Source: an optimization exercise on an open RTL-to-GDS flow (aim: small area and a short achievable clock period). Production flows keep margins and buffers that such runs may drop.
Function was not checked in any run shown here: the RTL went through the layout flow alone.
Power and IR drop assume default switching activity.

## flow/design.v (module list and top-level ports; edited modules follow where they fit)
// module neurona_capa_1: 1326 lines
// module nfa: 4 lines
// module nha: 4 lines
// module nx2: 3 lines
// module nmx: 3 lines
// module nmj: 3 lines
// module nxn2: 3 lines
module neurona_capa_1(
    weight_0, weight_1, weight_2, weight_3, weight_4, weight_5, weight_6, weight_7, weight_8, weight_9, weight_10, weight_11, weight_12, weight_13, weight_14, weight_15, weight_16, weight_17, weight_18, weight_19, weight_20, weight_21, weight_22, weight_23, weight_24, weight_25, weight_26, weight_27, weight_28, weight_29, weight_30, weight_31, weight_32, weight_33, weight_34, weight_35, weight_36, weight_37, weight_38, weight_39, weight_40, weight_41, weight_42, weight_43, weight_44, weight_45, weight_46, weight_47, weight_48,
    pixel_0, pixel_1, pixel_2, pixel_3, pixel_4, pixel_5, pixel_6, pixel_7, pixel_8, pixel_9, pixel_10, pixel_11, pixel_12, pixel_13, pixel_14, pixel_15, pixel_16, pixel_17, pixel_18, pixel_19, pixel_20, pixel_21, pixel_22, pixel_23, pixel_24, pixel_25, pixel_26, pixel_27, pixel_28, pixel_29, pixel_30, pixel_31, pixel_32, pixel_33, pixel_34, pixel_35, pixel_36, pixel_37, pixel_38, pixel_39, pixel_40, pixel_41, pixel_42, pixel_43, pixel_44, pixel_45, pixel_46, pixel_47, pixel_48,
    clk, out
);
  // ...
==> flow/flow/run.sh <==
#!/bin/bash
# Own layout flow: the standard flow (standard.sh, unchanged synthesis),
# with two changes: the port buffers buffer_ports inserts are buf_1 cells
# (timing repair resizes them where needed), and the setup repair margin is
# 0 ns for the pre-placement repair in floorplan and 4.7 ns for the
# repairs after clock-tree synthesis and global routing, so that gates are
# upsized from placed timing rather than from the wire-less estimate.
set -euo pipefail
export BUFFER_PORTS_ARGS="-buffer_cell sky130_fd_sc_hd__buf_1"
SETUP_SLACK_MARGIN=0 bash standard.sh synth floorplan > standard_floorplan.log 2>&1
SETUP_SLACK_MARGIN=4.7 bash standard.sh > standard.log 2>&1
==> flow/standard.sh <==
#!/bin/bash
# synth_recipe.tcl (not shown) runs the flow's synth.tcl, then flattens the netlist and writes it again
# the make line also repeats each setting of config.mk as NAME=value (left out here)
make -C /OpenROAD-flow-scripts/flow DESIGN_CONFIG=/design/flow/config.mk WORK_HOME=/design/flow/orfs CLKGATE_MAP_FILE= SYNTH_SCRIPT=/design/flow/synth_recipe.tcl "${@:-finish}"
==> flow/config.mk <==
export PLATFORM = sky130hd
export DESIGN_NAME = neurona_capa_1
export DESIGN_NICKNAME = neurona_capa_1
export VERILOG_FILES = /design/flow/design.v
export SDC_FILE = /design/flow/constraint.sdc
export NUM_CORES = 4
export LEC_CHECK = 0
export CAP_MARGIN = 20
export CORE_MARGIN = 2
export CORE_UTILIZATION = 40
export CTS_BUF_LIST = sky130_fd_sc_hd__clkbuf_4 sky130_fd_sc_hd__clkbuf_8
export SLEW_MARGIN = 20
export SYNTH_HIERARCHICAL = 1
export SYNTH_MINIMUM_KEEP_SIZE = 0
==> flow/constraint.sdc <==
create_clock -name core_clock -period 8.0 [get_ports {clk}]
set_input_delay 1.6000 -clock core_clock [delete_from_list [all_inputs] [get_ports {clk}]]
set_output_delay 1.6000 -clock core_clock [all_outputs]
set_load 0.01 [all_outputs]
==> flow_summary.toml, run 1 <==
[final_layout]
inv_count = 1
clk_buffers = 12
finalNetCount = 2100
final.fill_count = 2557
buf_share = 0.1452

[detailed_routing]
antenna_violating_nets_post_route = 0
route.layer.met1.wl_mm = 14.81
drt_pre_antenna_iters = 5

[sta]
fin_ws_ps = 4732
timing.clock.skew_ps = 13.27
grt_setup_unrepaired = "true"

[worst_setup_path]
critical_path.startpoint_type = "input pin"
timing.critical_path.from = "pixel_30"

[synth]
synth_top_family_by_area = "adder cells"
synth.yosys.warnings = 7
synth-adder-area-share = 0.5510
ys_ff_latch = 101
basic_gate_share_of_the_synthesized_area_counting_and_or_nand_and_nor_cells = 0.1410

[floorplanning]
die_w_um = 166.2
initial_core_util = 0.4051

[cts]
clock_tree.htree_level_count = 3
worstSkewPairLatency_ps = 370
cts_buffers = 9
post-cts-setup-buffer-count = 0

[hold_path]
hold_end = "r2_p701"
hold_path.startpoint = "r1[2]"

[global_route]
grt_pass1_vias = 9369

[outcome]
status = "timing/DRC/antenna clean"

[job]
maxCapViolCount = 0
==> run 2: changes to the inputs <==
--- a/flow/design.v
+++ b/flow/design.v
@@ -683,38 +683,38 @@
     wire x529;
     wire x530;
     wire h531;
     wire g532;
     wire s533;
     wire c534;
     wire s535;
     wire c536;
-    wire s537;
-    wire c538;
-    wire h539;
-    wire g540;
-    wire s541;
-    wire c542;
-    wire s543;
-    wire c544;
-    wire s545;
-    wire c546;
-    wire s547;
-    wire c548;
-    wire s549;
-    wire c550;
-    wire s551;
-    wire c552;
-    wire s553;
-    wire c554;
-    wire h555;
-    wire g556;
-    wire s557;
-    wire c558;
+    wire fp537;
+    wire s538;
+    wire c539;
+    wire h540;
+    wire g541;
+    wire s542;
+    wire c543;
+    wire s544;
+    wire c545;
+    wire s546;
+    wire c547;
+    wire s548;
+    wire c549;
+    wire s550;
+    wire c551;
+    wire s552;
+    wire c553;
+    wire fp554;
+    wire s555;
+    wire c556;
+    wire h557;
+    wire g558;
     wire s559;
     wire c560;
     wire s561;
     wire c562;
     wire s563;
     wire c564;
     wire s565;
     wire c566;
@@ -723,159 +723,175 @@
     wire s569;
     wire c570;
     wire s571;
     wire c572;
     wire s573;
     wire c574;
     wire s575;
     wire c576;
-    wire h577;
-    wire g578;
-    wire s579;
-    wire c580;
+    wire s577;
+    wire c578;
+    wire h579;
+    wire g580;
     wire s581;
     wire c582;
     wire s583;
     wire c584;
     wire s585;
     wire c586;
     wire s587;
     wire c588;
     wire s589;
     wire c590;
     wire s591;
     wire c592;
     wire s593;
     wire c594;
     wire s595;
     wire c596;
-    wire s597;
-    wire c598;
-    wire s599;
-    wire c600;
-    wire s601;
-    wire c602;
-    wire h603;
-    wire g604;
+    wire fp597;
+    wire s598;
+    wire c599;
+    wire s600;
+    wire c601;
+    wire fp602;
+    wire s603;
+    wire c604;
     wire s605;
     wire c606;
-    wire s607;
-    wire c608;
+    wire h607;
+    wire g608;
     wire s609;
     wire c610;
     wire s611;
     wire c612;
     wire s613;
     wire c614;
     wire s615;
     wire c616;
-    wire s617;
-    wire c618;
-    wire s619;
-    wire c620;
-    wire s621;
-    wire c622;
-    wire s623;
-    wire c624;
+    wire fp617;
+    wire s618;
+    wire c619;
+    wire s620;
+    wire c621;
+    wire s622;
+    wire c623;
+    wire fp624;
     wire s625;
     wire c626;
     wire s627;
     wire c628;
-    wire h629;
-    wire g630;
+    wire s629;
+    wire c630;
     wire s631;
     wire c632;
-    wire s633;
-    wire c634;
-    wire s635;
-    wire c636;
-    wire s637;
-    wire c638;
-    wire s639;
-    wire c640;
-    wire s641;
-    wire c642;
-    wire s643;
-    wire c644;
-    wire s645;
-    wire c646;
-    wire s647;
-    wire c648;
-    wire s649;
-    wire c650;
-    wire s651;
-    wire c652;
-    wire s653;
-    wire c654;
+    wire fp633;
+    wire s634;
+    wire c635;
+    wire h636;
+    wire g637;
+    wire s638;
+    wire c639;
+    wire s640;
+    wire c641;
+    wire s642;
+    wire c643;
+    wire s644;
+    wire c645;
+    wire s646;
+    wire c647;
+    wire s648;
+    wire c649;
+    wire s650;
+    wire c651;
+    wire s652;
+    wire c653;
+    wire fp654;
     wire s655;
     wire c656;
-    wire h657;
-    wire g658;
-    wire x659;
-    wire x660;
-    wire x661;
-    wire x662;
-    wire x663;
-    wire x664;
-    wire x665;
-    wire x666;
-    wire x667;
-    wire x668;
+    wire s657;
+    wire c658;
+    wire fp659;
+    wire s660;
+    wire c661;
+    wire s662;
+    wire c663;
+    wire fp664;
+    wire s665;
+    wire c666;
+    wire h667;
+    wire g668;
     wire x669;
     wire x670;
     wire x671;
     wire x672;
     wire x673;
     wire x674;
     wire x675;
     wire x676;
-    wire h677;
-    wire g678;
-    wire h679;
-    wire g680;
-    wire h681;
-    wire g682;
-    wire h683;
-    wire g684;
-    wire h685;
-    wire g686;
-    wire p687;
-    wire p688;
-    wire p689;
-    wire p690;
-    wire p691;
-    wire p692;
-    wire p693;
-    wire p694;
-    wire p695;
-    wire p696;
-    wire p697;
-    wire p698;
-    wire p699;
-    wire p700;
+    wire x677;
+    wire x678;
+    wire x679;
+    wire x680;
+    wire x681;
+    wire x682;
+    wire x683;
+    wire x684;
+    wire x685;
+    wire x686;
+    wire h687;
+    wire g688;
+    wire h689;
+    wire g690;
+    wire h691;
+    wire g692;
+    wire h693;
+    wire g694;
+    wire h695;
+    wire g696;
+    wire h697;
+    wire g698;
+    wire h699;
+    wire g700;
     wire p701;
-    wire x702;
-    wire x703;
-    wire x704;
-    wire x705;
-    wire h706;
-    wire g707;
-    wire h708;
-    wire g709;
+    wire p702;
+    wire p703;
+    wire p704;
+    wire p705;
+    wire p706;
+    wire p707;
+    wire p708;
+    wire p709;
     wire p710;
     wire p711;
     wire p712;
     wire p713;
     wire p714;
     wire p715;
     wire p716;
-    wire x717;
-    wire x718;
-    wire x719;
+    wire p717;
+    wire p718;
+    wire p719;
+    wire p720;
+    wire p721;
+    wire p722;
+    wire p723;
+    wire p724;
+    wire p725;
+    wire p726;
+    wire p727;
+    wire p728;
+    wire x729;
+    wire x730;
+    wire x731;
+    wire x732;
+    wire x733;
+    wire x734;
+    wire x735;
     nxn2 u_x1 (.a(nb_0[4]), .b(nb_10[4]), .y(x1));
     assign p2 = nb_0[4] | nb_10[4];
     nxn2 u_x3 (.a(nb_0[5]), .b(nb_10[5]), .y(x3));
     assign p4 = nb_0[5] | nb_10[5];
     nfa u_s5 (.a(nb_0[0]), .b(nb_10[0]), .ci(nb_11[0]), .s(s5), .co(c6));
     nfa u_s7 (.a(nb_12[0]), .b(nb_13[0]), .ci(nb_14[0]), .s(s7), .co(c8));
     nfa u_s9 (.a(nb_15[0]), .b(nb_16[0]), .ci(nb_17[0]), .s(s9), .co(c10));
     nfa u_s11 (.a(nb_18[0]), .b(nb_19[0]), .ci(nb_1[0]), .s(s11), .co(c12));
@@ -1178,169 +1194,212 @@
     nx2 u_x529 (.a(c450), .b(c452), .y(x529));
     nx2 u_x530 (.a(x524), .b(x525), .y(x530));
     reg [89:0] r1;
     always @(posedge clk)
         r1 <= {x530, x529, x528, x527, x526, c384, s451, s449, s447, s445, s443, c382, s441, s439, c380, c378, c376, c374, c372, c370, s437, s383, s381, s379, s377, s375, s373, c316, s371, c314, c312, c310, c308, c306, c304, s315, s313, s311, s309, s307, c250, c248, s305, s303, c246, c244, c242, c240, c238, s301, s299, s249, s247, s245, s243, s241, s239, c182, c180, s237, c178, c176, c174, c172, c170, s235, s181, s179, s177, s175, s173, s171, c114, c112, s169, c110, c108, c106, s167, s113, s111, s109, s107, s105, c50, c48, s99, s49, s47, s45};
     nha u_h531 (.a(r1[0]), .b(r1[1]), .s(h531), .co(g532));
     nfa u_s533 (.a(r1[10]), .b(r1[3]), .ci(r1[4]), .s(s533), .co(c534));
     nfa u_s535 (.a(r1[5]), .b(r1[6]), .ci(r1[7]), .s(s535), .co(c536));
-    nfa u_s537 (.a(r1[8]), .b(r1[9]), .ci(g532), .s(s537), .co(c538));
-    nha u_h539 (.a(s533), .b(s535), .s(h539), .co(g540));
-    nfa u_s541 (.a(r1[11]), .b(r1[12]), .ci(r1[13]), .s(s541), .co(c542));
-    nfa u_s543 (.a(r1[14]), .b(r1[15]), .ci(r1[16]), .s(s543), .co(c544));
-    nfa u_s545 (.a(r1[17]), .b(r1[18]), .ci(r1[19]), .s(s545), .co(c546));
-    nfa u_s547 (.a(r1[20]), .b(r1[21]), .ci(r1[22]), .s(s547), .co(c548));
-    nfa u_s549 (.a(r1[23]), .b(c534), .ci(c536), .s(s549), .co(c550));
-    nfa u_s551 (.a(s541), .b(s543), .ci(s545), .s(s551), .co(c552));
-    nfa u_s553 (.a(s547), .b(c538), .ci(g540), .s(s553), .co(c554));
-    nha u_h555 (.a(s549), .b(s551), .s(h555), .co(g556));
-    nfa u_s557 (.a(r1[24]), .b(r1[25]), .ci(r1[26]), .s(s557), .co(c558));
-    nfa u_s559 (.a(r1[27]), .b(r1[28]), .ci(r1[29]), .s(s559), .co(c560));
-    nfa u_s561 (.a(r1[30]), .b(r1[31]), .ci(r1[32]), .s(s561), .co(c562));
-    nfa u_s563 (.a(r1[33]), .b(r1[34]), .ci(r1[35]), .s(s563), .co(c564));
-    nfa u_s565 (.a(r1[36]), .b(r1[37]), .ci(r1[38]), .s(s565), .co(c566));
-    nfa u_s567 (.a(c542), .b(c544), .ci(c546), .s(s567), .co(c568));
-    nfa u_s569 (.a(c548), .b(s557), .ci(s559), .s(s569), .co(c570));
-    nfa u_s571 (.a(s561), .b(s563), .ci(s565), .s(s571), .co(c572));
-    nfa u_s573 (.a(c550), .b(c552), .ci(s567), .s(s573), .co(c574));
-    nfa u_s575 (.a(s569), .b(s571), .ci(c554), .s(s575), .co(c576));
-    nha u_h577 (.a(g556), .b(s573), .s(h577), .co(g578));
-    nfa u_s579 (.a(r1[39]), .b(r1[40]), .ci(r1[41]), .s(s579), .co(c580));
-    nfa u_s581 (.a(r1[42]), .b(r1[43]), .ci(r1[44]), .s(s581), .co(c582));
-    nfa u_s583 (.a(r1[45]), .b(r1[46]), .ci(r1[47]), .s(s583), .co(c584));
-    nfa u_s585 (.a(r1[48]), .b(r1[49]), .ci(r1[50]), .s(s585), .co(c586));
-    nfa u_s587 (.a(r1[51]), .b(r1[52]), .ci(r1[53]), .s(s587), .co(c588));
-    nfa u_s589 (.a(r1[54]), .b(c558), .ci(c560), .s(s589), .co(c590));
-    nfa u_s591 (.a(c562), .b(c564), .ci(c566), .s(s591), .co(c592));
-    nfa u_s593 (.a(s579), .b(s581), .ci(s583), .s(s593), .co(c594));
-    nfa u_s595 (.a(s585), .b(s587), .ci(c568), .s(s595), .co(c596));
-    nfa u_s597 (.a(c570), .b(c572), .ci(s589), .s(s597), .co(c598));
-    nfa u_s599 (.a(s591), .b(s593), .ci(c574), .s(s599), .co(c600));
-    nfa u_s601 (.a(s595), .b(s597), .ci(c576), .s(s601), .co(c602));
-    nha u_h603 (.a(g578), .b(s599), .s(h603), .co(g604));
-    nfa u_s605 (.a(r1[55]), .b(r1[56]), .ci(r1[57]), .s(s605), .co(c606));
-    nfa u_s607 (.a(r1[58]), .b(r1[59]), .ci(r1[60]), .s(s607), .co(c608));
-    nfa u_s609 (.a(r1[61]), .b(r1[62]), .ci(r1[63]), .s(s609), .co(c610));
-    nfa u_s611 (.a(r1[64]), .b(r1[65]), .ci(r1[66]), .s(s611), .co(c612));
-    nfa u_s613 (.a(r1[67]), .b(r1[68]), .ci(c580), .s(s613), .co(c614));
-    nfa u_s615 (.a(c582), .b(c584), .ci(c586), .s(s615), .co(c616));
-    nfa u_s617 (.a(c588), .b(s605), .ci(s607), .s(s617), .co(c618));
-    nfa u_s619 (.a(s609), .b(s611), .ci(c590), .s(s619), .co(c620));
-    nfa u_s621 (.a(c592), .b(c594), .ci(s613), .s(s621), .co(c622));
-    nfa u_s623 (.a(s615), .b(s617), .ci(c596), .s(s623), .co(c624));
-    nfa u_s625 (.a(c598), .b(s619), .ci(s621), .s(s625), .co(c626));
-    nfa u_s627 (.a(c600), .b(s623), .ci(s625), .s(s627), .co(c628));
-    nha u_h629 (.a(c602), .b(g604), .s(h629), .co(g630));
-    nfa u_s631 (.a(r1[69]), .b(r1[70]), .ci(r1[71]), .s(s631), .co(c632));
-    nfa u_s633 (.a(r1[72]), .b(r1[73]), .ci(r1[74]), .s(s633), .co(c634));
-    nfa u_s635 (.a(r1[75]), .b(r1[76]), .ci(r1[77]), .s(s635), .co(c636));
-    nfa u_s637 (.a(r1[78]), .b(r1[79]), .ci(r1[80]), .s(s637), .co(c638));
-    nfa u_s639 (.a(r1[81]), .b(r1[82]), .ci(r1[83]), .s(s639), .co(c640));
-    nfa u_s641 (.a(r1[84]), .b(c606), .ci(c608), .s(s641), .co(c642));
-    nfa u_s643 (.a(c610), .b(c612), .ci(s631), .s(s643), .co(c644));
-    nfa u_s645 (.a(s633), .b(s635), .ci(s637), .s(s645), .co(c646));
-    nfa u_s647 (.a(s639), .b(c614), .ci(c616), .s(s647), .co(c648));
-    nfa u_s649 (.a(c618), .b(s641), .ci(s643), .s(s649), .co(c650));
-    nfa u_s651 (.a(s645), .b(c620), .ci(c622), .s(s651), .co(c652));
-    nfa u_s653 (.a(s647), .b(s649), .ci(c624), .s(s653), .co(c654));
-    nfa u_s655 (.a(c626), .b(s651), .ci(s653), .s(s655), .co(c656));
-    nha u_h657 (.a(g630), .b(c628), .s(h657), .co(g658));
-    nx2 u_x659 (.a(r1[85]), .b(r1[86]), .y(x659));
-    nx2 u_x660 (.a(r1[87]), .b(r1[88]), .y(x660));
-    nx2 u_x661 (.a(r1[89]), .b(x659), .y(x661));
-    nx2 u_x662 (.a(x660), .b(x661), .y(x662));
-    nx2 u_x663 (.a(c632), .b(c634), .y(x663));
-    nx2 u_x664 (.a(c636), .b(c638), .y(x664));
-    nx2 u_x665 (.a(c640), .b(x662), .y(x665));
-    nx2 u_x666 (.a(x663), .b(x664), .y(x666));
-    nx2 u_x667 (.a(x665), .b(x666), .y(x667));
-    nx2 u_x668 (.a(c642), .b(c644), .y(x668));
-    nx2 u_x669 (.a(c646), .b(x667), .y(x669));
-    nx2 u_x670 (.a(x668), .b(x669), .y(x670));
-    nx2 u_x671 (.a(c648), .b(c650), .y(x671));
+    nx2 u_fp537 (.a(r1[8]), .b(r1[9]), .y(fp537));
+    nx2 u_s538 (.a(fp537), .b(g532), .y(s538));
+    nmx u_c539 (.s(fp537), .a(r1[8]), .b(g532), .y(c539));
+    nha u_h540 (.a(s538), .b(s533), .s(h540), .co(g541));
+    nfa u_s542 (.a(r1[11]), .b(r1[12]), .ci(r1[13]), .s(s542), .co(c543));
+    nfa u_s544 (.a(r1[14]), .b(r1[15]), .ci(r1[16]), .s(s544), .co(c545));
+    nfa u_s546 (.a(r1[17]), .b(r1[18]), .ci(r1[19]), .s(s546), .co(c547));
+    nfa u_s548 (.a(r1[20]), .b(r1[21]), .ci(r1[22]), .s(s548), .co(c549));
+    nfa u_s550 (.a(r1[23]), .b(c534), .ci(c536), .s(s550), .co(c551));
+    nfa u_s552 (.a(c539), .b(s542), .ci(s544), .s(s552), .co(c553));
+    nx2 u_fp554 (.a(s546), .b(s548), .y(fp554));
+    nx2 u_s555 (.a(fp554), .b(g541), .y(s555));
+    nmx u_c556 (.s(fp554), .a(s546), .b(g541), .y(c556));
+    nha u_h557 (.a(s555), .b(s550), .s(h557), .co(g558));
+    nfa u_s559 (.a(r1[24]), .b(r1[25]), .ci(r1[26]), .s(s559), .co(c560));
+    nfa u_s561 (.a(r1[27]), .b(r1[28]), .ci(r1[29]), .s(s561), .co(c562));
+    nfa u_s563 (.a(r1[30]), .b(r1[31]), .ci(r1[32]), .s(s563), .co(c564));
+    nfa u_s565 (.a(r1[33]), .b(r1[34]), .ci(r1[35]), .s(s565), .co(c566));
+    nfa u_s567 (.a(r1[36]), .b(r1[37]), .ci(r1[38]), .s(s567), .co(c568));
+    nfa u_s569 (.a(c543), .b(c545), .ci(c547), .s(s569), .co(c570));
+    nfa u_s571 (.a(c549), .b(s559), .ci(s561), .s(s571), .co(c572));
+    nfa u_s573 (.a(s563), .b(s565), .ci(s567), .s(s573), .co(c574));
+    nfa u_s575 (.a(c551), .b(c553), .ci(s569), .s(s575), .co(c576));
+    nfa u_s577 (.a(c556), .b(s571), .ci(s573), .s(s577), .co(c578));
+    nha u_h579 (.a(g558), .b(s575), .s(h579), .co(g580));
+    nfa u_s581 (.a(r1[39]), .b(r1[40]), .ci(r1[41]), .s(s581), .co(c582));
+    nfa u_s583 (.a(r1[42]), .b(r1[43]), .ci(r1[44]), .s(s583), .co(c584));
+    nfa u_s585 (.a(r1[45]), .b(r1[46]), .ci(r1[47]), .s(s585), .co(c586));
+    nfa u_s587 (.a(r1[48]), .b(r1[49]), .ci(r1[50]), .s(s587), .co(c588));
+    nfa u_s589 (.a(r1[51]), .b(r1[52]), .ci(r1[53]), .s(s589), .co(c590));
+    nfa u_s591 (.a(r1[54]), .b(c560), .ci(c562), .s(s591), .co(c592));
+    nfa u_s593 (.a(c564), .b(c566), .ci(c568), .s(s593), .co(c594));
+    nfa u_s595 (.a(s581), .b(s583), .ci(s585), .s(s595), .co(c596));
+    nx2 u_fp597 (.a(s587), .b(s589), .y(fp597));
+    nx2 u_s598 (.a(fp597), .b(c570), .y(s598));
+    nmx u_c599 (.s(fp597), .a(s587), .b(c570), .y(c599));
+    nfa u_s600 (.a(c572), .b(c574), .ci(s591), .s(s600), .co(c601));
+    nx2 u_fp602 (.a(s593), .b(s595), .y(fp602));
+    nx2 u_s603 (.a(fp602), .b(s598), .y(s603));
+    nmx u_c604 (.s(fp602), .a(s593), .b(s598), .y(c604));
+    nfa u_s605 (.a(c576), .b(s603), .ci(c578), .s(s605), .co(c606));
+    nha u_h607 (.a(s600), .b(g580), .s(h607), .co(g608));
+    nfa u_s609 (.a(r1[55]), .b(r1[56]), .ci(r1[57]), .s(s609), .co(c610));
+    nfa u_s611 (.a(r1[58]), .b(r1[59]), .ci(r1[60]), .s(s611), .co(c612));
+    nfa u_s613 (.a(r1[61]), .b(r1[62]), .ci(r1[63]), .s(s613), .co(c614));
+    nfa u_s615 (.a(r1[64]), .b(r1[65]), .ci(r1[66]), .s(s615), .co(c616));
+    nx2 u_fp617 (.a(r1[67]), .b(r1[68]), .y(fp617));
+    nx2 u_s618 (.a(fp617), .b(c582), .y(s618));
+    nmx u_c619 (.s(fp617), .a(r1[67]), .b(c582), .y(c619));
+    nfa u_s620 (.a(c584), .b(c586), .ci(c588), .s(s620), .co(c621));
+    nfa u_s622 (.a(c590), .b(s609), .ci(s611), .s(s622), .co(c623));
+    nx2 u_fp624 (.a(s613), .b(s615), .y(fp624));
+    nx2 u_s625 (.a(fp624), .b(s618), .y(s625));
+    nmx u_c626 (.s(fp624), .a(s613), .b(s618), .y(c626));
+    nfa u_s627 (.a(s625), .b(c592), .ci(c594), .s(s627), .co(c628));
+    nfa u_s629 (.a(c596), .b(s620), .ci(s622), .s(s629), .co(c630));
+    nfa u_s631 (.a(c599), .b(c601), .ci(s627), .s(s631), .co(c632));
+    nx2 u_fp633 (.a(c604), .b(s629), .y(fp633));
+    nx2 u_s634 (.a(fp633), .b(g608), .y(s634));
+    nmx u_c635 (.s(fp633), .a(c604), .b(g608), .y(c635));
+    nha u_h636 (.a(c606), .b(s631), .s(h636), .co(g637));
+    nfa u_s638 (.a(r1[69]), .b(r1[70]), .ci(r1[71]), .s(s638), .co(c639));
+    nfa u_s640 (.a(r1[72]), .b(r1[73]), .ci(r1[74]), .s(s640), .co(c641));
+    nfa u_s642 (.a(r1[75]), .b(r1[76]), .ci(r1[77]), .s(s642), .co(c643));
+    nfa u_s644 (.a(r1[78]), .b(r1[79]), .ci(r1[80]), .s(s644), .co(c645));
+    nfa u_s646 (.a(r1[81]), .b(r1[82]), .ci(r1[83]), .s(s646), .co(c647));
+    nfa u_s648 (.a(r1[84]), .b(c610), .ci(c612), .s(s648), .co(c649));
+    nfa u_s650 (.a(c614), .b(c616), .ci(s638), .s(s650), .co(c651));
+    nfa u_s652 (.a(s640), .b(s642), .ci(s644), .s(s652), .co(c653));
+    nx2 u_fp654 (.a(s646), .b(c619), .y(fp654));
+    nx2 u_s655 (.a(fp654), .b(c621), .y(s655));
+    nmx u_c656 (.s(fp654), .a(s646), .b(c621), .y(c656));
+    nfa u_s657 (.a(c623), .b(s648), .ci(c626), .s(s657), .co(c658));
+    nx2 u_fp659 (.a(s650), .b(s652), .y(fp659));
+    nx2 u_s660 (.a(fp659), .b(s655), .y(s660));
+    nmx u_c661 (.s(fp659), .a(s650), .b(s655), .y(c661));
+    nfa u_s662 (.a(c628), .b(s660), .ci(c630), .s(s662), .co(c663));
+    nx2 u_fp664 (.a(s657), .b(c632), .y(fp664));
+    nx2 u_s665 (.a(fp664), .b(s662), .y(s665));
+    nmx u_c666 (.s(fp664), .a(s657), .b(s662), .y(c666));
+    nha u_h667 (.a(c635), .b(g637), .s(h667), .co(g668));
+    nx2 u_x669 (.a(r1[85]), .b(r1[86]), .y(x669));
+    nx2 u_x670 (.a(r1[87]), .b(r1[88]), .y(x670));
+    nx2 u_x671 (.a(r1[89]), .b(x669), .y(x671));
     nx2 u_x672 (.a(x670), .b(x671), .y(x672));
-    nx2 u_x673 (.a(c652), .b(x672), .y(x673));
-    nx2 u_x674 (.a(x673), .b(c654), .y(x674));
-    nx2 u_x675 (.a(x674), .b(g658), .y(x675));
-    nx2 u_x676 (.a(c656), .b(x675), .y(x676));
-    nha u_h677 (.a(r1[2]), .b(h531), .s(h677), .co(g678));
-    nha u_h679 (.a(s537), .b(h539), .s(h679), .co(g680));
-    nha u_h681 (.a(s553), .b(h555), .s(h681), .co(g682));
-    nha u_h683 (.a(s575), .b(h577), .s(h683), .co(g684));
-    nha u_h685 (.a(s601), .b(h603), .s(h685), .co(g686));
-    assign p687 = g680 | (h679 & g678);
-    assign p688 = h679 & h677;
-    assign p689 = g682 | (h681 & g680);
-    assign p690 = h681 & h679;
-    assign p691 = g684 | (h683 & g682);
-    assign p692 = h683 & h681;
-    assign p693 = g686 | (h685 & g684);
-    assign p694 = h685 & h683;
-    assign p695 = p689 | (p690 & g678);
-    assign p696 = p691 | (p692 & p687);
-    assign p697 = p692 & p688;
-    assign p698 = p693 | (p694 & p689);
-    assign p699 = p694 & p690;
-    assign p700 = p698 | (p699 & g678);
-    assign p701 = ~h677;
-    nxn2 u_x702 (.a(h679), .b(g678), .y(x702));
-    nxn2 u_x703 (.a(h681), .b(p687), .y(x703));
-    nxn2 u_x704 (.a(h683), .b(p695), .y(x704));
-    nxn2 u_x705 (.a(h685), .b(p696), .y(x705));
-    reg r2_h629;
-    reg r2_s627;
-    reg r2_h657;
-    reg r2_s655;
-    reg r2_p700;
-    reg r2_x676;
+    nx2 u_x673 (.a(c639), .b(c641), .y(x673));
+    nx2 u_x674 (.a(c643), .b(c645), .y(x674));
+    nx2 u_x675 (.a(c647), .b(x672), .y(x675));
+    nx2 u_x676 (.a(x673), .b(x674), .y(x676));
+    nx2 u_x677 (.a(x675), .b(x676), .y(x677));
+    nx2 u_x678 (.a(c649), .b(c651), .y(x678));
+    nx2 u_x679 (.a(c653), .b(x677), .y(x679));
+    nx2 u_x680 (.a(x678), .b(c656), .y(x680));
+    nx2 u_x681 (.a(x679), .b(x680), .y(x681));
+    nx2 u_x682 (.a(c658), .b(c661), .y(x682));
+    nx2 u_x683 (.a(x681), .b(x682), .y(x683));
+    nx2 u_x684 (.a(c663), .b(x683), .y(x684));
+    nx2 u_x685 (.a(x684), .b(g668), .y(x685));
+    nx2 u_x686 (.a(c666), .b(x685), .y(x686));
+    nha u_h687 (.a(r1[2]), .b(h531), .s(h687), .co(g688));
+    nha u_h689 (.a(s535), .b(h540), .s(h689), .co(g690));
+    nha u_h691 (.a(s552), .b(h557), .s(h691), .co(g692));
+    nha u_h693 (.a(s577), .b(h579), .s(h693), .co(g694));
+    nha u_h695 (.a(h607), .b(s605), .s(h695), .co(g696));
+    nha u_h697 (.a(s634), .b(h636), .s(h697), .co(g698));
+    nha u_h699 (.a(s665), .b(h667), .s(h699), .co(g700));
+    assign p701 = g690 | (h689 & g688);
+    assign p702 = g692 | (h691 & g690);
+    assign p703 = h691 & h689;
+    assign p704 = g694 | (h693 & g692);
+    assign p705 = h693 & h691;
+    assign p706 = g696 | (h695 & g694);
+    assign p707 = h695 & h693;
+    assign p708 = g698 | (h697 & g696);
+    assign p709 = h697 & h695;
+    assign p710 = g700 | (h699 & g698);
+    assign p711 = h699 & h697;
+    assign p714 = p702 | (p703 & g688);
+    assign p715 = p704 | (p705 & p701);
+    assign p716 = p706 | (p707 & p702);
+    assign p717 = p707 & p703;
+    assign p718 = p708 | (p709 & p704);
+    assign p719 = p709 & p705;
+    assign p724 = p716 | (p717 & g688);
+    assign p728 = ~h687;
+    nxn2 u_x729 (.a(h689), .b(g688), .y(x729));
+    nxn2 u_x730 (.a(h691), .b(p701), .y(x730));
+    nxn2 u_x731 (.a(h693), .b(p714), .y(x731));
+    nxn2 u_x732 (.a(h695), .b(p715), .y(x732));
+    reg r2_x686;
+    reg r2_g700;
+    reg r2_h699;
+    reg r2_p710;
+    reg r2_p711;
+    reg r2_p706;
+    reg r2_p707;
+    reg r2_p708;
+    reg r2_p709;
+    reg r2_p718;
+    reg r2_p719;
     reg r2_p701;
-    reg r2_x702;
-    reg r2_x703;
-    reg r2_x704;
-    reg r2_x705;
+    reg r2_p714;
+    reg r2_p715;
+    reg r2_h697;
+    reg r2_p724;
+    reg r2_p728;
+    reg r2_x729;
+    reg r2_x730;
+    reg r2_x731;
+    reg r2_x732;
     always @(posedge clk) begin
-        r2_h629 <= h629;
-        r2_s627 <= s627;
-        r2_h657 <= h657;
-        r2_s655 <= s655;
-        r2_p700 <= p700;
-        r2_x676 <= x676;
+        r2_x686 <= x686;
+        r2_g700 <= g700;
+        r2_h699 <= h699;
+        r2_p710 <= p710;
+        r2_p711 <= p711;
+        r2_p706 <= p706;
+        r2_p707 <= p707;
+        r2_p708 <= p708;
+        r2_p709 <= p709;
+        r2_p718 <= p718;
+        r2_p719 <= p719;
         r2_p701 <= p701;
-        r2_x702 <= x702;
-        r2_x703 <= x703;
-        r2_x704 <= x704;
-        r2_x705 <= x705;
+        r2_p714 <= p714;
+        r2_p715 <= p715;
+        r2_h697 <= h697;
+        r2_p724 <= p724;
+        r2_p728 <= p728;
+        r2_x729 <= x729;
+        r2_x730 <= x730;
+        r2_x731 <= x731;
+        r2_x732 <= x732;
     end
-    nha u_h706 (.a(r2_h629), .b(r2_s627), .s(h706), .co(g707));
-    nha u_h708 (.a(r2_h657), .b(r2_s655), .s(h708), .co(g709));
-    assign p710 = g707 | (h706 & r2_p700);
-    assign p711 = g709 | (h708 & g707);
-    assign p712 = h708 & h706;
-    assign p713 = r2_x676 & g709;
-    assign p714 = r2_x676 & h708;
-    assign p715 = p711 | (p712 & r2_p700);
-    assign p716 = p713 | (p714 & p710);
-    nxn2 u_x717 (.a(h706), .b(r2_p700), .y(x717));
-    nxn2 u_x718 (.a(h708), .b(p710), .y(x718));
-    nxn2 u_x719 (.a(r2_x676), .b(p715), .y(x719));
-    assign out = {x719, x718, x717, r2_x705, r2_x704, r2_x703, r2_x702, r2_p701};
+    assign p712 = r2_x686 & r2_g700;
+    assign p713 = r2_x686 & r2_h699;
+    assign p720 = r2_p710 | (r2_p711 & r2_p706);
+    assign p721 = r2_p711 & r2_p707;
+    assign p722 = p712 | (p713 & r2_p708);
+    assign p723 = p713 & r2_p709;
+    assign p725 = r2_p718 | (r2_p719 & r2_p701);
+    assign p726 = p720 | (p721 & r2_p714);
+    assign p727 = p722 | (p723 & r2_p715);
+    nxn2 u_x733 (.a(r2_h697), .b(r2_p724), .y(x733));
+    nxn2 u_x734 (.a(r2_h699), .b(p725), .y(x734));
+    nxn2 u_x735 (.a(r2_x686), .b(p726), .y(x735));
+    assign out = {x735, x734, x733, r2_x732, r2_x731, r2_x730, r2_x729, r2_p728};
 endmodule
 module nfa(input wire a, input wire b, input wire ci, output wire s, output wire co);
     assign s = a ^ b ^ ci;
     assign co = (a & b) | (a & ci) | (b & ci);
 endmodule
 module nha(input wire a, input wire b, output wire s, output wire co);
     assign s = a ^ b;
     assign co = a & b;
 endmodule
 module nx2(input wire a, input wire b, output wire y);
     assign y = a ^ b;
 endmodule
 module nmx(input wire s, input wire a, input wire b, output wire y);
     assign y = s ? b : a;
 endmodule
-module nmj(input wire a, input wire b, input wire c, output wire y);
-    assign y = (a & b) | (a & c) | (b & c);
-endmodule
 module nxn2(input wire a, input wire b, output wire y);
     assign y = ~(a ^ b);
 endmodule
==> flow/flow/run.sh (replaced) <==
#!/bin/bash
# Own layout flow: the standard flow (standard.sh, unchanged synthesis),
# except that the port buffers buffer_ports inserts are buf_1 cells rather
# than the default it picks; timing repair resizes them where needed.
set -euo pipefail
export BUFFER_PORTS_ARGS="-buffer_cell sky130_fd_sc_hd__buf_1"
bash standard.sh > standard.log 2>&1
==> flow/config.mk (replaced) <==
export PLATFORM = sky130hd
export DESIGN_NAME = neurona_capa_1
export DESIGN_NICKNAME = neurona_capa_1
export VERILOG_FILES = /design/flow/design.v
export SDC_FILE = /design/flow/constraint.sdc
export NUM_CORES = 4
export LEC_CHECK = 0
export CAP_MARGIN = 20
export CORE_MARGIN = 2
export CORE_UTILIZATION = 40
export SETUP_SLACK_MARGIN = 4.7
export SLEW_MARGIN = 20
export SYNTH_HIERARCHICAL = 1
export SYNTH_MINIMUM_KEEP_SIZE = 0
==> flow_summary.toml, run 2 <==
[worst_setup_path]
worstPathRequired_ps = 8230
critical-path-top-cell-by-count = "fa_1"
worst-path-max-fanout = 8
r2r.worst_path.cells = 8
rrSetupSlack_ps = 4790
r2r_end = "r2_p710"
regToRegStartpoint = "r1[55]"
critical_path.cell_chain = "clkbuf_4, nand2_1, fa_1, fa_1, fa_2"
path_delay_family = "adder cells"
worst-path-buf-inv = 1
timing.critical_path.from = "pixel_9"
critical_path.startpoint_type = "input pin"
timing_worst_setup_path_type = "input pin to flop"
timing.critical_path.slowest_cell_delay_ps = 640
worstSetupPathDepth = 5
worstPathArrival_ps = 3500
critical_path.endpoint_type = "flop"
worst_setup_path_endpoint = "r1[68]"
crit_slowest_cell = "fa_1"

[sta]
hold-worst-slack_ps = 508.5
finalSetupViolCount = 0
maxClockFrequency_mhz = 305.0
tightest_slew_ps = 369.6
setup_tns_ps = 0
grt_setup_unrepaired = "true"
timing.clock.skew_ps = 7.772
hold_viol = 0
slew-limit-headroom = 0.7528
timing.final.crit_share = 0.4099
slew_violations = 0
period_needed_ps = 3279

[final_layout]
mostFrequentLayoutCell = "buf_1"
largest_reg_flops = 90
layout-area-overhead-vs-synth_pct = 28.19
commonest_cells_after_routing_fill_and_taps_aside = "399 x buf_1, 343 x nand2_1, 199 x fa_1"
top_register = "r1"
drive_gt1_frac = 0.1604
finalNetCount = 2131
final.fill_count = 2485

[detailed_routing]
dr_total_vias = 8534
highest_layer = "met4"
antenna_violating_nets_post_route = 0
remaining_drc_errors = 0
met3WireLength_mm = 2.370
detailedRoute.firstIterationViolations = 418
dr_wl_met2_mm = 21.78
route.detailed.vias_per_inst = 4.871
wirelength_mm = 40.09
route.layer.met1.wl_mm = 14.34
routedWlPerCell_um = 22.88
drt_pre_antenna_iters = 5

[global_route]
gr-usage-all-layers = 0.2876
globalRoute.totalOverflow = 0
grt_antenna_before_repair = 1
grt_pass1_wl_mm = 57.33
grt_pass1_vias = 9803
grt_start_max_net_pins = 18

[synth]
synth-seq-area-share = 0.1979
syn_area_um2 = 10830
asyncSetResetFlopFracSynth = 0
synthTopCellsByCount = "394 x nand2_1, 271 x fa_1, 116 x xor2_1, 107 x dfxtp_1, 49 x clkbuf_1"
synth_largest_type_area_fraction = 0.5011
synth_most_common_cell = "nand2_1"
synthesis.area_per_instance_um2 = 10.86
synth_edf_count = 0
postSynthCellCount = 997
synth_cell_type_count = 17
post-synth-top-area-cell = "fa_1"
ys_ff_latch = 107
synth.area.top_cells = "fa_1 50%, dfxtp_1 20%, nand2_1 14%, xor2_1 9.4%, clkbuf_1 1.7%"
synthesis.nets = 1724
synth_ff_type = "dfxtp_1"
synth.yosys.warnings = 7

[floorplanning]
die_w_um = 168.5
fp.coreArea_um2 = 26800
design.portCount = 450
die_height_um = 168.5
placement_rows = 60
floorplan.die_area_um2 = 28400
initial_core_util = 0.4040

[power_and_ir_drop]
internal_power_mw = 5.179
p_clk_frac = 0.050
p_leak_nw = 4.974
power_switching_share = 0.4449
switching_power_mw = 4.151
power.combinational.fraction = 0.833
ir_worst_vdd_mv = 1.691
seq_power_share = 0.117
pwr_density_cell_nw_per_um2 = 672.3

[cts]
postCtsHoldBufs = 0
cts.path.max_buffers = 2
cts.reportedPaths.clkPinSlew_ps = 70
clock_sinks = 107
worstSkewPairLatency_ps = 350
cts_tree = "done"
cts_buffers = 9
clock-root-buffer = "clkbuf_16"
clock_tree.htree_level_count = 3

[job]
maxCapViolCount = 0

[place]
finalWeightedCongestion = 0.9590
place.detailed.hpwl_mm = 36.09
portBuffers = 449

[hold_path]
hold_path_class = "flop to flop"

[outcome]
status = "timing/DRC/antenna clean"
run 2: how the worst min path moves through the flow:
stage	start	end	slack, ps	cells after the start
floorplan	r1[2]	r2_p728	480	2
global placement	r1[2]	r2_p728	510	2
detailed placement	r1[2]	r2_p728	510	2
CTS	r1[2]	r2_p728	520	2
global route	r1[2]	r2_p728	530	2
finish	r1[2]	r2_p728	510	2
run 2: timing repair:
item                                    in CTS  in global routing
endpoints found under the setup margin      88                 14
gates cloned                                 0                  0
resized for setup                          118                 59
buffers inserted                             3                  1
pin swaps                                   13                 22
run 2: power groups by stage:
stage	combinational, mW	sequential (mW)	clock [mW]
detailed placement	6.14	1.11	0
global route	8.51	1.11	0.499
finish	7.77	1.09	0.471
global placement	6.04	1.10	0
CTS	6.72	1.10	0.479
floorplan	4.82	1.05	0
run 2: cell type report:
class	count	area, um^2	share of cell area
Clock inverter	6	90.09	0.006491
Clock buffer	10	229.0	0.01650
Tap cell	341	426.7	0.03074
Inverter	2	7.507	0.0005409
Timing Repair Buffer	453	1991	0.1434
Multi-Input combinational cell	831	8982	0.6472
Antenna cell	2	5.005	0.0003606
Sequential cell	107	2147	0.1547
run 2: Yosys stat by module, one instance, submodules excluded:
module	flops+latches	copies in the design
neurona_capa_1	107	1
nfa	0	271
nha	0	14
nmx	0	10
nx2	0	116
nxn2	0	9
run 2: logic make-up after synthesis:
kind of cell,count (synthesis),share of synthesized area
buf+inv,59,0.02323
xor+xnor,125,0.1011
fa+ha+maj,285,0.5173
simple gates,400,0.1400
flops,107,0.1979
mux,10,0.01387
compound gates,11,0.006702
run 2: worst min-delay path: cells and delay by family, from the launching register on:
family / cells / cell delay, ps
fa+ha+maj: 1 / 120
buf+inv: 1 / 30
flops: 1 / 320
run 2: metrics by stage:
| step | power, mW | setup slack, ps | area [um^2] | util | std cells |
|---|---|---|---|---|---|
| floorplan | 5.873 | 4586 | 11760 | - | 997 |
| global placement | 7.145 | 3789 | 13040 | 0.4865 | 1730 |
| detailed placement | 7.241 | 3775 | 13040 | 0.4865 | 1730 |
| CTS | 8.302 | 4673 | 13640 | 0.5088 | 1749 |
| global route | 10.12 | 4655 | 13880 | 0.5177 | 1751 |
| finish | 9.330 | 4721 | 13880 | 0.5178 | 1752 |
run 2: routing by layer:
| metal | track usage | vias up |
|---|---|---|
| li1 | - | 3785 |
| met2 | 0.5355 | 360 |
| met1 | 0.3290 | 4312 |
| met5 | 0 | - |
| met4 | 0.1106 | 0 |
| met3 | 0.05027 | 77 |
==> run 3: changes to the inputs <==
--- a/flow/config.mk
+++ b/flow/config.mk
@@ -9,5 +9,5 @@
 export CORE_MARGIN = 2
 export CORE_UTILIZATION = 40
-export SETUP_SLACK_MARGIN = 4.7
+export SETUP_SLACK_MARGIN = 4.5
 export SLEW_MARGIN = 20
 export SYNTH_HIERARCHICAL = 1
==> flow_summary.toml, run 3 <==
[outcome]
status = "timing/DRC/antenna clean"

[hold_path]
hold_path_class = "flop to flop"

[floorplanning]
fp.coreArea_um2 = 26800
design.portCount = 450
die_w_um = 168.5
floorplan.die_area_um2 = 28400
die_height_um = 168.5
placement_rows = 60
initial_core_util = 0.4040

[cts]
cts.path.max_buffers = 2
postCtsHoldBufs = 0
clock_tree.htree_level_count = 3
clock_sinks = 107
cts_buffers = 9
post-cts-setup-buffer-count = 0
worstSkewPairLatency_ps = 350
clock-root-buffer = "clkbuf_16"
cts_tree = "done"
cts.reportedPaths.clkPinSlew_ps = 80

[power_and_ir_drop]
pwr_density_cell_nw_per_um2 = 593.3
switching_power_mw = 3.628
seq_power_share = 0.139
p_clk_frac = 0.054
p_leak_nw = 4.819
power.combinational.fraction = 0.807
ir_worst_vdd_mv = 0.7701
p_total_mw = 7.794
internal_power_mw = 4.165
power_switching_share = 0.4656

[synth]
ys_ff_latch = 107
syn_area_um2 = 10830
synth-seq-area-share = 0.1979
postSynthCellCount = 997
synthesis.area_per_instance_um2 = 10.86
asyncSetResetFlopFracSynth = 0
synth_cell_type_count = 17
synthTopCellsByCount = "394 x nand2_1, 271 x fa_1, 116 x xor2_1, 107 x dfxtp_1, 49 x clkbuf_1"
synth.area.top_cells = "fa_1 50%, dfxtp_1 20%, nand2_1 14%, xor2_1 9.4%, clkbuf_1 1.7%"
synth_largest_type_area_fraction = 0.5011
synth_edf_count = 0
synthesis.nets = 1724
synth.yosys.warnings = 7
post-synth-top-area-cell = "fa_1"
synth_ff_type = "dfxtp_1"
synth_most_common_cell = "nand2_1"

[sta]
setup_tns_ps = 0
slew_violations = 0
timing.clock.skew_ps = 10.21
maxClockFrequency_mhz = 291.1
period_needed_ps = 3435
timing.final.crit_share = 0.4293
tightest_slew_ps = 453.8
grt_setup_unrepaired = "false"
hold-worst-slack_ps = 503.4
slew-limit-headroom = 0.6975
hold_viol = 0
finalSetupViolCount = 0
fin_ws_ps = 4565

[detailed_routing]
detailedRoute.firstIterationViolations = 415
antenna_violating_nets_post_route = 0
remaining_drc_errors = 0
routedWlPerCell_um = 23.64
dr_total_vias = 8576
drt_pre_antenna_iters = 4
route.detailed.vias_per_inst = 4.898
wirelength_mm = 41.39

[place]
finalWeightedCongestion = 0.9921
portBuffers = 449
dpl.cell_count = 1730
place.detailed.hpwl_mm = 37.22
detailedPlace.worstSlack_ps = 3748
place_area_um2 = 12700

[worst_setup_path]
critical_path.endpoint_type = "flop"
timing_worst_setup_path_type = "input pin to flop"
worstPathRequired_ps = 8280
critical_path.startpoint_type = "input pin"
worstPathArrival_ps = 3710
worst-path-max-fanout = 8

[global_route]
gr-usage-all-layers = 0.2954
grt_antenna_before_repair = 4
grt_start_max_net_pins = 19
grt_pass1_vias = 9635
globalRoute.totalOverflow = 0
grt_pass1_wl_mm = 58.47

[final_layout]
layout-area-overhead-vs-synth_pct = 21.32
largest_reg_flops = 90
layout.core_utilization = 0.4901
fin_cells = 1751
mostFrequentLayoutCell = "buf_1"
finish.instance_area_um2 = 13140
commonest_cells_after_routing_fill_and_taps_aside = "401 x buf_1, 394 x nand2_1, 270 x fa_1"
top_register = "r1"
drive_gt1_frac = 0.05979
finalNetCount = 2127

[job]
maxCapViolCount = 0
==> run 3: cell families (layout without fill, tap and decap cells) <==
family,after synthesis,in the layout,synth area share
AOI/OAI and AO/OA,11,11,0.006702
xor gates and xnor gates,125,125,0.1011
adders and majority gates,285,285,0.5173
buffers and inverters,59,467,0.02323
DFF,107,107,0.1979
muxes,10,10,0.01387
other,0,5,0
and+or+nand+nor,400,400,0.1400
==> run 3: cell type report <==
type	count	area (um^2)
clock inverters	7	50.05
inverters	2	7.507
flip-flops and latches	107	2145
well taps	341	426.7
diodes	5	12.51
multi-input cells	831	8488
fillers	2605	13670
clock buffers	9	225.2
repair buffers	449	1780
==> run 3: worst max-delay path: stages <==
cell,delay (ps)
buf_2,220
nand2_1,110
fa_1,480
fa_1,440
xor2_1,310
xor2_1,200
xor2_1,180
xor2_1,150
==> run 3: per-module statistics from Yosys, one instance, submodules excluded <==
module / copies in the design / cell area, um^2
neurona_capa_1: 1 / 3981
nfa: 271 / 20.02
nha: 14 / 12.51
nmx: 10 / 15.01
nx2: 116 / 8.758
nxn2: 9 / 8.758
==> run 3: path summary, 6_finish.rpt <==
check / to / depth (start not counted) / from / slack (ps)
max: r1[89] / 8 / pixel_30 / 4570
min: r2_p728 / 2 / r1[2] / 500
max reg2reg: r2_p710 / 9 / r1[61] / 4580
min reg2reg: r2_p728 / 2 / r1[2] / 500
==> run 3: metal layers <==
metal | wire length [um] | up-vias | global-route usage
met2 | 22000 | 367 | 0.5391
li1 | - | 3796 | -
met5 | 0 | - | 0
met4 | 1493 | 0 | 0.1106
met1 | 15640 | 4348 | 0.3476
met3 | 2268 | 65 | 0.05307
==> run 3: what timing repair did <==
| item | in CTS | in global routing |
|---|---|---|
| endpoints found under the setup margin | 79 | 11 |
| gates resized for setup | 55 | 29 |
| pin swaps | 0 | 6 |
==> run 3: power groups by stage <==
stage | clock network (mW) | registers, mW | logic [mW]
2_1_floorplan | 0 | 1.05 | 4.77
3_3_place_gp | 0 | 1.10 | 6.04
3_5_place_dp | 0 | 1.10 | 6.13
4_1_cts | 0.431 | 1.09 | 6.23
5_1_grt | 0.450 | 1.11 | 6.99
6_report | 0.420 | 1.09 | 6.29
==> run 4: changes to the inputs <==
--- a/flow/config.mk
+++ b/flow/config.mk
@@ -9,5 +9,6 @@
 export CORE_MARGIN = 2
 export CORE_UTILIZATION = 40
-export SETUP_SLACK_MARGIN = 4.5
+export CTS_BUF_LIST = sky130_fd_sc_hd__clkbuf_4 sky130_fd_sc_hd__clkbuf_8
+export SETUP_SLACK_MARGIN = 4.7
 export SLEW_MARGIN = 20
 export SYNTH_HIERARCHICAL = 1
==> flow_summary.toml, run 4 <==
[outcome]
status = "timing/DRC/antenna clean"

[worst_setup_path]
worstPathArrival_ps = 3610
worstPathRequired_ps = 8330
timing_worst_setup_path_type = "input pin to flop"
critical_path.startpoint_type = "input pin"
critical_path.endpoint_type = "flop"
worst-path-max-fanout = 8

[sta]
setup_tns_ps = 0
slew-limit-headroom = 0.7774
maxClockFrequency_mhz = 305.1
period_needed_ps = 3278
hold_viol = 0
grt_setup_unrepaired = "true"
timing.clock.skew_ps = 15.39
slew_violations = 0
finalSetupViolCount = 0
tightest_slew_ps = 332.8
timing.final.crit_share = 0.4097
fin_ws_ps = 4722

[detailed_routing]
route.detailed.vias_per_inst = 4.865
drt_pre_antenna_iters = 5
wirelength_mm = 39.93
remaining_drc_errors = 0
antenna_violating_nets_post_route = 0
dr_total_vias = 8528
routedWlPerCell_um = 22.78
detailedRoute.firstIterationViolations = 357

[hold_path]
hold_path_class = "flop to flop"

[synth]
synth_cell_type_count = 17
multiplexer_share_of_the_synthesized_area = 0.01387
synth-adder-area-share = 0.5173
synth_compound_area_frac = 0.006703
basic_gate_share_of_the_synthesized_area_counting_and_or_nand_and_nor_cells = 0.1400
postSynthCellCount = 997
synth.area.top_cells = "fa_1 50%, dfxtp_1 20%, nand2_1 14%, xor2_1 9.4%, clkbuf_1 1.7%"
synth_top_family_by_area = "adder cells"
synth_ff_type = "dfxtp_1"
synthesis.area_per_instance_um2 = 10.86
synth_most_common_cell = "nand2_1"
synth.yosys.warnings = 7
synth_largest_type_area_fraction = 0.5011
yosys.area_share.xor_xnor = 0.1011
post-synth-top-area-cell = "fa_1"
synthTopCellsByCount = "394 x nand2_1, 271 x fa_1, 116 x xor2_1, 107 x dfxtp_1, 49 x clkbuf_1"
synthesis.nets = 1724
synth_edf_count = 0
synth-seq-area-share = 0.1979
ys_ff_latch = 107
syn_area_um2 = 10830
asyncSetResetFlopFracSynth = 0

[final_layout]
mostFrequentLayoutCell = "buf_1"
layout-area-overhead-vs-synth_pct = 26.27
top_register = "r1"
final.fill_count = 2522
commonest_cells_after_routing_fill_and_taps_aside = "400 x buf_1, 344 x nand2_1, 202 x fa_1"
drive_gt1_frac = 0.1589
finalNetCount = 2132
finish.instance_area_um2 = 13670
largest_reg_flops = 90

[floorplanning]
fp.coreArea_um2 = 26800
initial_core_util = 0.4040
floorplan.die_area_um2 = 28400
design.portCount = 450
placement_rows = 60
die_height_um = 168.5
die_w_um = 168.5

[global_route]
grt_pass1_wl_mm = 57.26
gr-usage-all-layers = 0.2868
grt_start_max_net_pins = 18
grt_pass1_vias = 9672
globalRoute.totalOverflow = 0
grt_antenna_before_repair = 1

[cts]
cts_tree = "done"
clock-root-buffer = "clkbuf_8"
cts.reportedPaths.clkPinSlew_ps = 100
clock_tree.htree_level_count = 3
clock_sinks = 107
cts_buffers = 9
worstSkewPairLatency_ps = 390
cts.path.max_buffers = 2

[power_and_ir_drop]
p_leak_nw = 4.902
pwr_density_cell_nw_per_um2 = 659.1
p_total_mw = 9.010
ir_worst_vdd_mv = 1.644

[place]
place.detailed.hpwl_mm = 36.09
portBuffers = 449
place_area_um2 = 13040
finalWeightedCongestion = 0.9590
detailedPlace.worstSlack_ps = 3775

[job]
maxCapViolCount = 0
==> run 4: timing repair <==
| item | CTS | global route |
|---|---|---|
| buffers inserted | 2 | 3 |
| endpoints found under the setup margin | 87 | 14 |
| gates resized for setup | 101 | 55 |
| pin swaps | 12 | 20 |
| hold buffers | 0 | 0 |
==> run 4: power by group <==
group          internal (mW)  total (mW)  switching [mW]
sequential             0.957        1.09           0.133
combinational           3.79        7.56            3.76
clock                  0.180       0.363           0.184
==> run 4: kinds of logic after synthesis <==
logic type,Yosys count
AOI/OAI and AO/OA,11
xor gates and xnor gates,125
adders and majority gates,285
buffers and inverters,59
DFF,107
muxes,10
and+or+nand+nor,400
==> run 4: worst paths after layout <==
| path | depth (start not counted) | slack, ps | from | to |
|---|---|---|---|---|
| max | 5 | 4720 | pixel_47 | r1[2] |
| min reg2reg | 2 | 510 | r1[2] | r2_p728 |
| min | 2 | 510 | r1[2] | r2_p728 |
| max reg2reg | 8 | 4780 | r1[55] | r2_p710 |
==> run 4: routing by layer <==
layer  vias up  GRT usage  routed length, um
li1       3788          -                  -
met1      4341     0.3369              14720
met2       348     0.5507              22230
met3        51    0.03647               1928
met4         0    0.07609               1049
met5         -          0                  0
==> run 4: cell type report <==
class                      count  area (um^2)  area share
inverter                       2        7.507   0.0005491
antenna                        2        5.005   0.0003661
tap                          341        426.7     0.03121
clock inverter                 6        90.09    0.006590
multi-input combinational    831         8949      0.6546
sequential                   107         2151      0.1573
clock buffer                  10        131.4    0.009610
timing repair buffer         454         1911      0.1398
==> run 4: stage by stage <==
stage                 util  cells  hold slack [ps]
global placement    0.4865   1730            507.1
detailed placement  0.4865   1730            507.4
global route        0.5100   1752            535.2
finish              0.5101   1753            512.7
floorplan                -    997            482.7
CTS                 0.5029   1748            521.8
==> run 4: worst max-delay path, stage by stage <==
cell and delay, ps:
buf_2 230, nand2_2 90, fa_2 650, fa_2 480
fa_2 560
==> run 4: per-module statistics from Yosys, one instance, submodules excluded <==
module	copies in the design	area, um^2	flops+latches	cells
neurona_capa_1	1	3981	107	577
nmx	10	15.01	0	1
nxn2	9	8.758	0	1
nfa	271	20.02	0	1
nx2	116	8.758	0	1
nha	14	12.51	0	1
==> run 5: changes to the inputs <==
--- a/flow/config.mk
+++ b/flow/config.mk
@@ -10,5 +10,5 @@
 export CORE_UTILIZATION = 40
 export CTS_BUF_LIST = sky130_fd_sc_hd__clkbuf_4 sky130_fd_sc_hd__clkbuf_8
-export SETUP_SLACK_MARGIN = 4.7
+export SETUP_SLACK_MARGIN = 4.8
 export SLEW_MARGIN = 20
 export SYNTH_HIERARCHICAL = 1
==> flow_summary.toml, run 5 <==
[floorplanning]
placement_rows = 60
fp.coreArea_um2 = 26800
design.portCount = 450
initial_core_util = 0.4040
die_w_um = 168.5
floorplan.die_area_um2 = 28400
die_height_um = 168.5

[synth]
synth-seq-area-share = 0.1979
synth_most_common_cell = "nand2_1"
post-synth-top-area-cell = "fa_1"
ys_ff_latch = 107
postSynthCellCount = 997
synth_edf_count = 0
synthesis.area_per_instance_um2 = 10.86
synth_ff_type = "dfxtp_1"
synth_cell_type_count = 17
syn_area_um2 = 10830
asyncSetResetFlopFracSynth = 0
synth.area.top_cells = "fa_1 50%, dfxtp_1 20%, nand2_1 14%, xor2_1 9.4%, clkbuf_1 1.7%"
synth_largest_type_area_fraction = 0.5011
synthTopCellsByCount = "394 x nand2_1, 271 x fa_1, 116 x xor2_1, 107 x dfxtp_1, 49 x clkbuf_1"
synth.yosys.warnings = 7
synthesis.nets = 1724

[worst_setup_path]
worstPathRequired_ps = 8270
r2r.worst_path.cells = 10
path_delay_family = "adder cells"
regToRegStartpoint = "r1[8]"
timing.critical_path.slowest_cell_delay_ps = 460
timing_worst_setup_path_type = "flop to flop"
critical_path.startpoint_type = "flop"
crit_slowest_cell = "fa_1"
worst-path-max-fanout = 3
r2r_end = "r2_p710"
worst-path-buf-inv = 0
worstPathArrival_ps = 3490
rrSetupSlack_ps = 4780
critical_path.endpoint_type = "flop"
critical_path.cell_chain = "xor2_2, mux2_4, fa_2, fa_1, ha_1, ha_1, mux2_4, ha_4, ha_4, a21o_1"

[cts]
cts_tree = "done"
cts_buffers = 9
clock-root-buffer = "clkbuf_8"
cts.path.max_buffers = 2
clock_sinks = 107
cts.reportedPaths.clkPinSlew_ps = 110
worstSkewPairLatency_ps = 380
clock_tree.htree_level_count = 3
postCtsHoldBufs = 0

[detailed_routing]
wirelength_mm = 40.15
antenna_violating_nets_post_route = 0
detailedRoute.firstIterationViolations = 443
dr_total_vias = 8489
drt_pre_antenna_iters = 5
remaining_drc_errors = 0
route.detailed.vias_per_inst = 4.834
routedWlPerCell_um = 22.86

[hold_path]
hold_depth = 2
hold_path.startpoint = "r1[2]"
hold_end = "r2_p728"
hold_path_class = "flop to flop"

[power_and_ir_drop]
p_total_mw = 9.186
p_leak_nw = 5.139
ir_worst_vdd_mv = 1.130
pwr_density_cell_nw_per_um2 = 634.6

[place]
finalWeightedCongestion = 0.9638
place.detailed.hpwl_mm = 35.97
place_area_um2 = 13480
portBuffers = 449

[final_layout]
drive_gt1_frac = 0.2688
finish.instance_area_um2 = 14470
finalNetCount = 2132
largest_reg_flops = 90
commonest_cells_after_routing_fill_and_taps_aside = "400 x buf_1, 273 x nand2_1, 145 x fa_2"
mostFrequentLayoutCell = "buf_1"
layout-area-overhead-vs-synth_pct = 33.69
top_register = "r1"
final.fill_count = 2438

[sta]
timing.final.crit_share = 0.4022
grt_setup_unrepaired = "true"
setup_tns_ps = 0
finalSetupViolCount = 0
timing.clock.skew_ps = 18.08
slew_violations = 0
slew-limit-headroom = 0.7918
maxClockFrequency_mhz = 310.8
hold-worst-slack_ps = 527.8
tightest_slew_ps = 311.2
hold_viol = 0
period_needed_ps = 3218

[global_route]
grt_pass1_wl_mm = 57.13
globalRoute.totalOverflow = 0
grt_pass1_vias = 9779
grt_start_max_net_pins = 19
gr-usage-all-layers = 0.2865
grt_antenna_before_repair = 4

[outcome]
status = "timing/DRC/antenna clean"

[job]
maxCapViolCount = 0
run 5: timing repair:
action / CTS / global route
pin swaps: 25 / 53
setup buffers: 4 / 1
resized for setup: 162 / 95
setup endpoints to repair: 91 / 14
run 5: tightest hold or removal path: stages, from the launching register on:
cell	delay, ps
dfxtp_1	340
ha_1	130
inv_1	30
run 5: cells by family (layout without fill, tap and decap cells):
logic type / count (synthesis) / in the layout / share of synthesized area
mux: 10 / 10 / 0.01387
flops: 107 / 107 / 0.1979
simple gates: 400 / 400 / 0.1400
buf+inv: 59 / 472 / 0.02323
compound gates: 11 / 11 / 0.006702
xor+xnor: 125 / 125 / 0.1011
fa+ha+maj: 285 / 285 / 0.5173
other cells: 0 / 5 / 0
run 5: worst max-delay path by stage:
| stage | startpoint | end | slack, ps | cells past startpoint |
|---|---|---|---|---|
| floorplan | pixel_44 | r1[88] | 4590 | 6 |
| global placement | pixel_43 | r1[89] | 3810 | 8 |
| detailed placement | pixel_41 | r1[9] | 3790 | 5 |
| CTS | r1[63] | r2_p710 | 4780 | 9 |
| global route | r1[44] | r2_p710 | 4690 | 9 |
| finish | r1[8] | r2_p710 | 4780 | 10 |
run 5: cell type report:
class | instances | area, um^2 | share of cell area
Timing Repair Buffer | 454 | 2116 | 0.1462
Tap cell | 341 | 426.7 | 0.02948
Clock inverter | 7 | 98.84 | 0.006829
Inverter | 2 | 7.507 | 0.0005187
Antenna cell | 5 | 12.51 | 0.0008645
Sequential cell | 107 | 2151 | 0.1486
Multi-Input combinational cell | 831 | 9538 | 0.6590
Clock buffer | 9 | 123.9 | 0.008558
run 5: report_power, final:
part / leakage [nW] / switching, mW / internal, mW / total [mW]
registers: 0.897 / 0.135 / 0.956 / 1.09
clock network: 0.110 / 0.192 / 0.179 / 0.371
logic: 4.13 / 3.76 / 3.96 / 7.72
total: 5.14 / 4.09 / 5.10 / 9.19
run 5: per-stage QoR:
step             util  worst slack [ps]  instances
2_1_floorplan       -              4586        997
3_3_place_gp   0.5029              3812       1730
3_5_place_dp   0.5029              3789       1730
4_1_cts        0.5255              4783       1750
5_1_grt        0.5400              4689       1755
6_report       0.5401              4782       1756
run 5: metal layers:
metal	wire length (um)	share of wire	global-route usage	vias to the layer above
met5	0	0	0	-
met4	967	0.024	0.07384	0
met3	1946	0.048	0.04138	43
met2	22610	0.56	0.5548	289
met1	14620	0.36	0.3300	4372
li1	-	-	-	3785
run 5: Yosys stat by module, one instance, submodules excluded:
| module | flops+latches | cell area [um^2] | cells inside |
|---|---|---|---|
| nx2 | 0 | 8.758 | 1 |
| nha | 0 | 12.51 | 1 |
| nmx | 0 | 15.01 | 1 |
| nxn2 | 0 | 8.758 | 1 |
| neurona_capa_1 | 107 | 3981 | 577 |
| nfa | 0 | 20.02 | 1 |

what the ideal ports hide:
The results above use ideal ports. As a check the final layouts listed here were re-extracted and re-timed, cells and wires unchanged.
Step 1, drivers: a clkbuf_16 drives clk and a buf_2 each remaining input, both assumed.
Step 2 times the ports against the registers' clock, not the clock port: input delays grow and output delays shrink by t, the midpoint of the rising clock arrivals with the driver on.
a / b / c = no drivers / after step 1 / after step 2; a / b = the first two.
run	t (ns)	slack for setup (ns)	latest minus earliest clock arrival (ns)
run 1	0.402	4.732 / 4.746 / 4.343	0.015 / 0.015
run 2	0.384	4.721 / 4.731 / 4.348	0.008 / 0.009
run 3	0.389	4.565 / 4.584 / 4.198	0.013 / 0.013
run 4	0.421	4.722 / 4.741 / 4.320	0.015 / 0.015
run 5	0.410	4.782 / 4.782 / 4.417	0.021 / 0.021
After both steps setup and hold are still met in every run listed. The setup slack of run 4, which loses most, moves by +0.019 ns with the drivers and by -0.402 ns with both steps.
